Background: an optimization exercise with open tools, aiming at small area, a short achievable clock period and few clock cycles per item. Do not read the settings as production practice. The RTL was checked by simulation tests, not by an equivalence proof against the original design.

==> flow/design.v (outline; a module is shown in full before it is edited, if it fits) <==
// module PixelSolver: 10622 lines
module PixelSolver (
  input               io_cmd_valid,
  output              io_cmd_ready,
  input      [27:0]   io_cmd_payload_x,
  input      [27:0]   io_cmd_payload_y,
  output              io_rsp_valid,
  input               io_rsp_ready,
  output     [5:0]    io_rsp_payload_iteration,
  input               clk,
  input               reset
);
  // ...
==> flow/flow/run.sh <==
#!/bin/bash
set -euo pipefail
RES="$PWD/orfs/results/sky130hd/PixelSolver/base"
bash standard.sh synth > standard_synth.log 2>&1
cp "$RES/1_2_yosys.v" "$RES/1_2_yosys.std.v"
python3 flow/polarity.py "$RES/1_2_yosys.std.v" "$RES/1_2_yosys.pol.v" > polarity.log 2>&1
sleep 1
cp "$RES/1_2_yosys.pol.v" "$RES/1_2_yosys.v"
touch "$RES/1_2_yosys.v"
bash standard.sh SETUP_SLACK_MARGIN=7 finish > standard_flow.log 2>&1
==> flow/flow/polarity.py <==
#!/usr/bin/env python3
"""Remove inverters around full adders in a Yosys gate netlist.

A full adder is self-dual: FA(~a, ~b, ~c) = ~FA(a, b, c) for both SUM and
COUT. Every sky130 fa cell may therefore be "flipped": its inputs are fed
the complements and its outputs then carry the complements. This script
collapses the netlist's inverters into (signal, phase) pairs, picks a flip
for every full adder that needs the fewest inverters (greedy passes), and
writes the netlist back with one inverter per signal that is still needed
in the opposite phase. The logic function of every register input and
output port is unchanged; no register is touched.

usage: polarity.py in.v out.v
"""
import re
import sys

OUTPINS = {'X', 'Y', 'Q', 'Q_N', 'SUM', 'COUT', 'HI', 'LO'}
INV_RE = re.compile(r'sky130_fd_sc_hd__(inv|clkinv)_\d+$')
FA_RE = re.compile(r'sky130_fd_sc_hd__fa_\d+$')

src = open(sys.argv[1]).read()
m = re.search(r'\bmodule\s+(\w+)\s*\((.*?)\);', src, re.S)
mod_start = m.end()
end_idx = src.rindex('endmodule')
body = src[mod_start:end_idx]

# ports
ports = set()
for d in re.finditer(r'^\s*(input|output|inout)\s+(\[[^\]]*\]\s*)?([^;]+);', body, re.M):
    for n in d.group(3).split(','):
        ports.add(n.strip())


def net_is_port(n):
    base = n.split('[')[0].strip().lstrip('\\').strip()
    return base in ports or n.strip() in ports


cell_re = re.compile(r'(\(\*[^*]*\*\)\s*)?(sky130_fd_sc_hd__\w+)\s+(\S+)\s*\((.*?)\);', re.S)
pin_re = re.compile(r'\.(\w+)\(\s*(.*?)\s*\)\s*(?:,|$)', re.S)

cells = []   # dict(type, name, pins{pin:net}, span)
for cm in cell_re.finditer(body):
    pins = {}
    for pm in pin_re.finditer(cm.group(4)):
        pins[pm.group(1)] = pm.group(2).strip()
    cells.append({'type': cm.group(2), 'name': cm.group(3), 'pins': pins,
                  'span': (cm.start(), cm.end())})


def norm(n):
    return n.strip()


def is_const(n):
    return re.fullmatch(r"1'[bh][01]", n) is not None


driver = {}
for i, c in enumerate(cells):
    for p, n in c['pins'].items():
        if p in OUTPINS:
            driver[norm(n)] = (i, p)

# collapsible inverters: output not a port
collapse = set()
for i, c in enumerate(cells):
    if INV_RE.match(c['type']) and not net_is_port(c['pins']['Y']):
        collapse.add(i)

memo = {}


def base_of(n):
    n = norm(n)
    if n in memo:
        return memo[n]
    d = driver.get(n)
    if d is not None and d[0] in collapse:
        b, p = base_of(cells[d[0]]['pins']['A'])
        r = (b, p ^ 1)
    else:
        r = (n, 0)
    memo[n] = r
    return r


fa = [i for i, c in enumerate(cells) if FA_RE.match(c['type'])]
fa_idx = {i: k for k, i in enumerate(fa)}
flip = [0] * len(fa)

# loads: (cell index, pin, base, parity)
loads = []
loads_of_base = {}
for i, c in enumerate(cells):
    if i in collapse:
        continue
    for p, n in c['pins'].items():
        if p in OUTPINS or is_const(n):
            continue
        b, par = base_of(n)
        k = len(loads)
        loads.append((i, p, b, par))
        loads_of_base.setdefault(b, []).append(k)
# port nets driven through collapsed inverters: the port itself is a load
# (only if a port net is driven by a collapsible inverter, which we excluded)

fa_out_bases = {}
for k, i in enumerate(fa):
    outs = []
    for p in ('SUM', 'COUT'):
        n = cells[i]['pins'].get(p)
        if n is not None:
            outs.append(norm(n))
    fa_out_bases[k] = outs
base_driver_fa = {}
for k, outs in fa_out_bases.items():
    for b in outs:
        base_driver_fa[b] = k


def need(b):
    """does base b need an inverter under the current flips?"""
    prod = flip[base_driver_fa[b]] if b in base_driver_fa else 0
    for k in loads_of_base.get(b, ()):
        i, p, _, par = loads[k]
        f = flip[fa_idx[i]] if i in fa_idx else 0
        if par ^ f ^ prod:
            return True
    return False


def touched(k):
    i = fa[k]
    s = set(fa_out_bases[k])
    for p, n in cells[i]['pins'].items():
        if p not in OUTPINS and not is_const(n):
            s.add(base_of(n)[0])
    return s


def cost_all():
    return sum(1 for b in loads_of_base if need(b))


before = cost_all()
for it in range(20):
    changed = 0
    for k in range(len(fa)):
        t = touched(k)
        c0 = sum(need(b) for b in t)
        flip[k] ^= 1
        c1 = sum(need(b) for b in t)
        if c1 < c0:
            changed += 1
        else:
            flip[k] ^= 1
    if not changed:
        break
after = cost_all()
orig_inv = len(collapse)
print('inverters: %d collapsible in netlist, %d needed before flips, %d after, %d adders flipped'
      % (orig_inv, before, after, sum(flip)), file=sys.stderr)

# rebuild
newinv = {}
extra_decl = []
extra_cells = []


def inv_net(b):
    if b not in newinv:
        nm = 'polinv_%d' % len(newinv)
        newinv[b] = nm
        extra_decl.append('  wire %s;' % nm)
        extra_cells.append('  sky130_fd_sc_hd__inv_1 %s_c (\n    .A(%s ),\n    .Y(%s )\n  );' % (nm, b, nm))
    return newinv[b]


newpins = {}
for k_, (i, p, b, par) in enumerate(loads):
    prod = flip[base_driver_fa[b]] if b in base_driver_fa else 0
    f = flip[fa_idx[i]] if i in fa_idx else 0
    r = par ^ f ^ prod
    newpins.setdefault(i, {})[p] = inv_net(b) if r else b
# constants on flipped adders
for k, i in enumerate(fa):
    if flip[k]:
        for p, n in cells[i]['pins'].items():
            if p not in OUTPINS and is_const(n):
                newpins.setdefault(i, {})[p] = "1'h1" if n.endswith('0') else "1'h0"

out = []
pos = 0
for i, c in enumerate(cells):
    s, e = c['span']
    out.append(body[pos:s])
    pos = e
    if i in collapse:
        continue
    pins = dict(c['pins'])
    pins.update(newpins.get(i, {}))
    txt = '%s %s (\n%s\n  );' % (c['type'], c['name'],
                                 ',\n'.join('    .%s(%s )' % (p, n) for p, n in pins.items()))
    out.append(txt)
out.append(body[pos:])
newbody = ''.join(out)
# declarations first, then cells
newsrc = src[:mod_start] + '\n' + '\n'.join(extra_decl) + newbody + '\n'.join(extra_cells) + '\n' + src[end_idx:]
open(sys.argv[2], 'w').write(newsrc)
==> flow/standard.sh <==
#!/bin/bash
# synth_recipe.tcl (not shown) runs the flow's synth.tcl, then flattens the netlist and writes it again
# the make line also repeats each setting of config.mk as NAME=value (left out here)
make -C /OpenROAD-flow-scripts/flow DESIGN_CONFIG=/design/flow/config.mk WORK_HOME=/design/flow/orfs CLKGATE_MAP_FILE= SYNTH_SCRIPT=/design/flow/synth_recipe.tcl "${@:-finish}"
==> flow/config.mk <==
export PLATFORM = sky130hd
export DESIGN_NAME = PixelSolver
export DESIGN_NICKNAME = PixelSolver
export VERILOG_FILES = /design/flow/design.v
export SDC_FILE = /design/flow/constraint.sdc
export NUM_CORES = 4
export LEC_CHECK = 0
export CAP_MARGIN = 20
export CORE_MARGIN = 2
export CORE_UTILIZATION = 40
export SLEW_MARGIN = 20
==> flow/constraint.sdc <==
create_clock -name core_clock -period 12.0 [get_ports {clk}]
set_input_delay 2.4000 -clock core_clock [delete_from_list [all_inputs] [get_ports {clk}]]
set_output_delay 2.4000 -clock core_clock [all_outputs]
set_load 0.01 [all_outputs]
==> summary.txt, run 1 <==
Route
  – DR pass1 iterations: 5
  – Met3 WL post-DR: 13200 um
  – Post-route antenna net violation count: 0
  – Count of routing violations after the opening detailed-route iteration: 2804

Logic synthesis
  – Number of instances in the synthesized netlist: 6066

Setup path
  – Kind of launch point of the worst setup path: register
  – Kind of end point of the critical path: primary output
  – Number of cells on the critical path: 5
  – Worst setup path start: head[0]$_DFFE_PP0P_
  – Worst Path Max Fanout: 7
  – Worst setup path class: reg -> out
  – Slowest cell on the critical path: mux4_2
  – Worst Setup EP: io_rsp_payload_iteration[2]

Finish
  – Total number of nets in the final design: 8105
  – Finished Layout Cells: 8411
  – Sequential fraction of total cell area: 0.187
  – Area growth, synth to finish: 9.22%
  – Largest register FFs: 96
  – Most used cells in the layout excluding fill and tap cells: fa_1 (1607), and2_1 (1346), ha_1 (444)
  – Fill cells: 16600
  – Total non-filler cell area in the finished layout: 0.0792 mm2
  – Register ranked first by flip-flop count: rb

Floorplan
  – Ports: 68
  – Num rows: 156
  – Die H: 430 um
  – Initial standard-cell utilization of the core: 0.402
  – Number of tap cells added at floorplan: 2370
  – Horizontal die dimension: 430 um

STA
  – Worst Clk Skew: 0.0550 ns
  – Sum of negative setup slack: 0 ns
  – Number of hold-slack violations in the final timing report: 0

Placed design
  – Placed insts: 8215
  – Final estimated routing congestion in global placement: 0.907
  – Half-perimeter wire length after detailed placement: 151000 um

Clocking
  – Clock sink count: 650
  – Number of buffers inserted by post-CTS setup repair: 23

Global route
  – Grt peak-use layer: met2
  – Global-route met3 utilization: 0.0414
  – Initial antenna violation count: 13

Run status
  – Status: complete, no violations
Testbench counts, summed over its fixed seeds: cycles 13,598, pixels 2,048.
==> inputs of run 2 (changes only) <==
--- a/flow/flow/polarity.py
+++ b/flow/flow/polarity.py
@@ -20,2 +20,4 @@
 FA_RE = re.compile(r'sky130_fd_sc_hd__fa_\d+$')
+SWAP = {'sky130_fd_sc_hd__and2_1': 'sky130_fd_sc_hd__nand2_1'}
+INV_AREA, SWAP_GAIN = 3.75, 2.5
 
@@ -120,2 +122,15 @@
         base_driver_fa[b] = k
+sw = [i for i, c in enumerate(cells) if c['type'] in SWAP]
+gsw = [1] * len(sw)
+base_driver_sw = {}
+for k, i in enumerate(sw):
+    base_driver_sw[norm(cells[i]['pins']['X'])] = k
+
+
+def produced(b):
+    if b in base_driver_fa:
+        return flip[base_driver_fa[b]]
+    if b in base_driver_sw:
+        return gsw[base_driver_sw[b]]
+    return 0
 
@@ -124,3 +139,3 @@
     """does base b need an inverter under the current flips?"""
-    prod = flip[base_driver_fa[b]] if b in base_driver_fa else 0
+    prod = produced(b)
     for k in loads_of_base.get(b, ()):
@@ -143,3 +158,3 @@
 def cost_all():
-    return sum(1 for b in loads_of_base if need(b))
+    return sum(1 for b in loads_of_base if need(b)) * INV_AREA - sum(gsw) * SWAP_GAIN
 
@@ -158,2 +173,11 @@
             flip[k] ^= 1
+    for k in range(len(sw)):
+        b = norm(cells[sw[k]]['pins']['X'])
+        c0 = need(b) * INV_AREA - gsw[k] * SWAP_GAIN
+        gsw[k] ^= 1
+        c1 = need(b) * INV_AREA - gsw[k] * SWAP_GAIN
+        if c1 < c0:
+            changed += 1
+        else:
+            gsw[k] ^= 1
     if not changed:
@@ -162,4 +186,4 @@
 orig_inv = len(collapse)
-print('inverters: %d collapsible in netlist, %d needed before flips, %d after, %d adders flipped'
-      % (orig_inv, before, after, sum(flip)), file=sys.stderr)
+print('inverters: %d collapsible in netlist; cost (um2) before %.0f, after %.0f; %d adders flipped, %d and2 made nand2'
+      % (orig_inv, before, after, sum(flip), sum(gsw)), file=sys.stderr)
 
@@ -182,3 +206,3 @@
 for k_, (i, p, b, par) in enumerate(loads):
-    prod = flip[base_driver_fa[b]] if b in base_driver_fa else 0
+    prod = produced(b)
     f = flip[fa_idx[i]] if i in fa_idx else 0
@@ -193,2 +217,3 @@
 
+sw_idx = {i: k for k, i in enumerate(sw)}
 out = []
@@ -203,3 +228,7 @@
     pins.update(newpins.get(i, {}))
-    txt = '%s %s (\n%s\n  );' % (c['type'], c['name'],
+    typ = c['type']
+    if i in sw_idx and gsw[sw_idx[i]]:
+        typ = SWAP[typ]
+        pins = {('Y' if p == 'X' else p): n for p, n in pins.items()}
+    txt = '%s %s (\n%s\n  );' % (typ, c['name'],
                                  ',\n'.join('    .%s(%s )' % (p, n) for p, n in pins.items()))
==> run 2 against run 1 <==
Against the previous run: still clean; worst hold slack got worse by 0.0035 ns; setup slack improved by 0.034 ns; sequential share of layout area increased by 0.48 points; critical endpoint unchanged.
==> summary.txt, run 2 <==
Global route
  – Pin count of the biggest net entering global routing: 64
  – Number of global-route vias before repair: 51900
  – Global router's overall resource usage: 0.225
  – Global-route wire length before repair: 309000 um
  – Initial antenna violation count: 4 (-9)
  – Global route overflow: 0

STA
  – Sum of negative setup slack: 0 ns (unchanged)
  – Share of the cycle needed by the critical path after routing: 0.416
  – Final max-slew violation count: 0
  – Total of endpoints with negative setup slack in the final report: 0
  – Number of hold-slack violations in the final timing report: 0 (unchanged)
  – Maximum operating frequency: 200 MHz
  – RSZ-0062 raised after global routing: yes
  – Remaining max-slew budget at the tightest pin: 0.187
  – Worst hold slack: 0.346 ns
  – Worst Clk Skew: 0.0436 ns (-0.0113 ns)
  – Minimum clock period: 5.00 ns
  – Post-layout worst setup margin: 7.00 ns
  – Measured slew at the worst slew-check pin: 1.21 ns

Route
  – Count of routing violations after the opening detailed-route iteration: 2798 (-0.21%)
  – Count of unresolved DRC violations after routing: 0
  – Total via count after detailed routing: 45400
  – Post-DR vias/cell: 5.27
  – Avg WL per Cell: 22.5 um
  – DR pass1 iterations: 6 (+1)
  – Post-route antenna net violation count: 0 (unchanged)
  – Drt total wl: 194000 um

Floorplan
  – Die Footprint: 0.180 mm2
  – Num rows: 154 (-1.3%)
  – Standard cell core area: 0.176 mm2
  – Die H: 424 um (-1.3%)
  – Initial standard-cell utilization of the core: 0.402 (about the same)
  – Ports: 68 (unchanged)
  – Horizontal die dimension: 424 um (-1.3%)

Clocking
  – Number of hold buffers added after cts: 0
  – TritonCTS buffer count: 80
  – CTS Buffer Depth: 3
  – CTS tree: done
  – Clock sink count: 650 (unchanged)
  – CTS H-tree depth: 3
  – Clk Tree Root Cell: clkbuf_16
  – Clock Latency Late Sink: 0.73 ns
  – Clock slew at the register clock pins of the worst setup and hold paths: 0.06 ns

Setup path
  – Kind of end point of the critical path: primary output
  – Worst Path Max Fanout: 11 (+4)
  – Maximum cell stage delay along the critical path: 0.55 ns
  – Worst setup path class: reg -> out
  – Most frequent CP cell: mux4_2
  – Arrival time at the worst endpoint: 2.60 ns
  – Slowest cell on the critical path: mux4_2
  – Critical path data required time: 9.60 ns
  – Cell Chain, Critical Path: buf_12 -> mux4_2 -> mux4_2 -> buf_6
  – Kind of launch point of the worst setup path: register

Placed design
  – Worst setup slack before clock tree synthesis: 6.17 ns
  – Final estimated routing congestion in global placement: 0.882 (-2.8%)
  – Half-perimeter wire length after detailed placement: 137000 um (-8.9%)
  – Total placed instance area: 0.0735 mm2
  – Placed insts: 8414 (+2.4%)
  – Total of buffers placed on input and output ports: 67

Logic synthesis
  – Area of the mapped netlist: 0.0706 mm2
  – Nets in the synthesized netlist: 8432
  – Post-synthesis area per instance: 11.2 um2
  – Number of instances in the synthesized netlist: 6299 (+3.8%)
  – Ys Warns: 1

Finish
  – Area growth, synth to finish: 9.48%
  – Fill cells: 16400 (-1.0%)
  – Fraction of layout cells with a size suffix above 1: 0.0844
  – Most used cells in the layout excluding fill and tap cells: fa_1 (1609), nand2_1 (1301), inv_1 (668)
  – Register ranked first by flip-flop count: rb
  – Final core utilization: 0.440
  – Leading cell type in the layout, fill and taps excluded: fa_1
  – Largest register FFs: 96 (unchanged)
  – Total non-filler cell area in the finished layout: 0.0773 mm2 (-2.4%)
  – Total number of nets in the final design: 8335 (+2.8%)
  – Finished Layout Cells: 8608 (+2.3%)

Run
  – Reported max-cap violation count: 0

Worst hold path
  – Worst min path class: reg -> reg

Run status
  – Status: complete, no violations
## run 2: per-layer routing
metal | vias up | wire length (um) | global-route usage
li1 | 19300 | - | -
met1 | 23900 | 78400 | 0.294
met2 | 1687 | 94500 | 0.374
met3 | 423 | 12600 | 0.0376
met4 | 2 | 8480 | 0.0887
met5 | - | 7 | 0
## run 2: critical path: cells and delay by family (launching register included)
| kind | cells | cell delay [ns] |
|---|---|---|
| flops | 1 | 0.47 |
| buf+inv | 2 | 0.31 |
| mux | 2 | 1.07 |
## run 2: worst paths after layout
check | slack, ns | depth (start not counted) | start | endpoint
worst max register to register | 7.08 | 9 | x[13]$_DFF_P_ | pm2[29]$_DFF_P_
worst min-delay path | 0.35 | 0 | x02[4]$_DFF_P_ | x01[4]$_DFF_P_
max in group asynchronous | 9.60 | 3 | reset | head[0]$_DFFE_PP0P_
worst max-delay path | 7.00 | 4 | head[0]$_DFFE_PP0P_ | io_rsp_payload_iteration[2]
worst min register to register | 0.35 | 0 | x02[4]$_DFF_P_ | x01[4]$_DFF_P_
min in group asynchronous | 2.08 | 3 | reset | tail[0]$_DFFE_PP0P_
## run 2: layout make-up
type / instances / area (um2) / area share
Clock buffer: 111 / 2260 / 0.0292
Clock inverter: 36 / 558 / 0.00722
Antenna cell: 1 / 2.50 / 0.0000324
Tap cell: 2340 / 2930 / 0.0379
Sequential cell: 650 / 14800 / 0.192
Inverter: 682 / 2590 / 0.0335
Timing Repair Buffer: 181 / 1670 / 0.0216
Multi-Input combinational cell: 4607 / 52500 / 0.679
## run 2: what timing repair did
item	CTS	global route
hold endpoints to repair	0	0
pin swaps	14	47
setup buffers	16	28
gates resized for setup	102	84
gates cloned	2	0
setup endpoints to repair	57	148

==> re-timing with driven ports <==
No port has a modelled driver above. Below, the same layouts with a new extraction and two added sets of constraints. Step 1 assumes that a clkbuf_16 drives the clock port and a buf_2 every other input. Step 2 adds t to the input delays and takes it off the output delays; t is the mean of the earliest and latest rising clock arrival at the registers after step 1. Input paths then give back, and output paths get back, about the clock's delay inside the block. Three values: ideal ports, drivers, drivers and shift; two values: the first two.
run	t (ns)	setup WS [ns]	slew at the worst register clock pin (ns)
run 1	0.792	6.970 / 6.890 / 7.082	0.07 / 0.07
run 2	0.794	7.004 / 6.920 / 7.080	0.07 / 0.07
After both steps setup and hold are still met in every run listed.
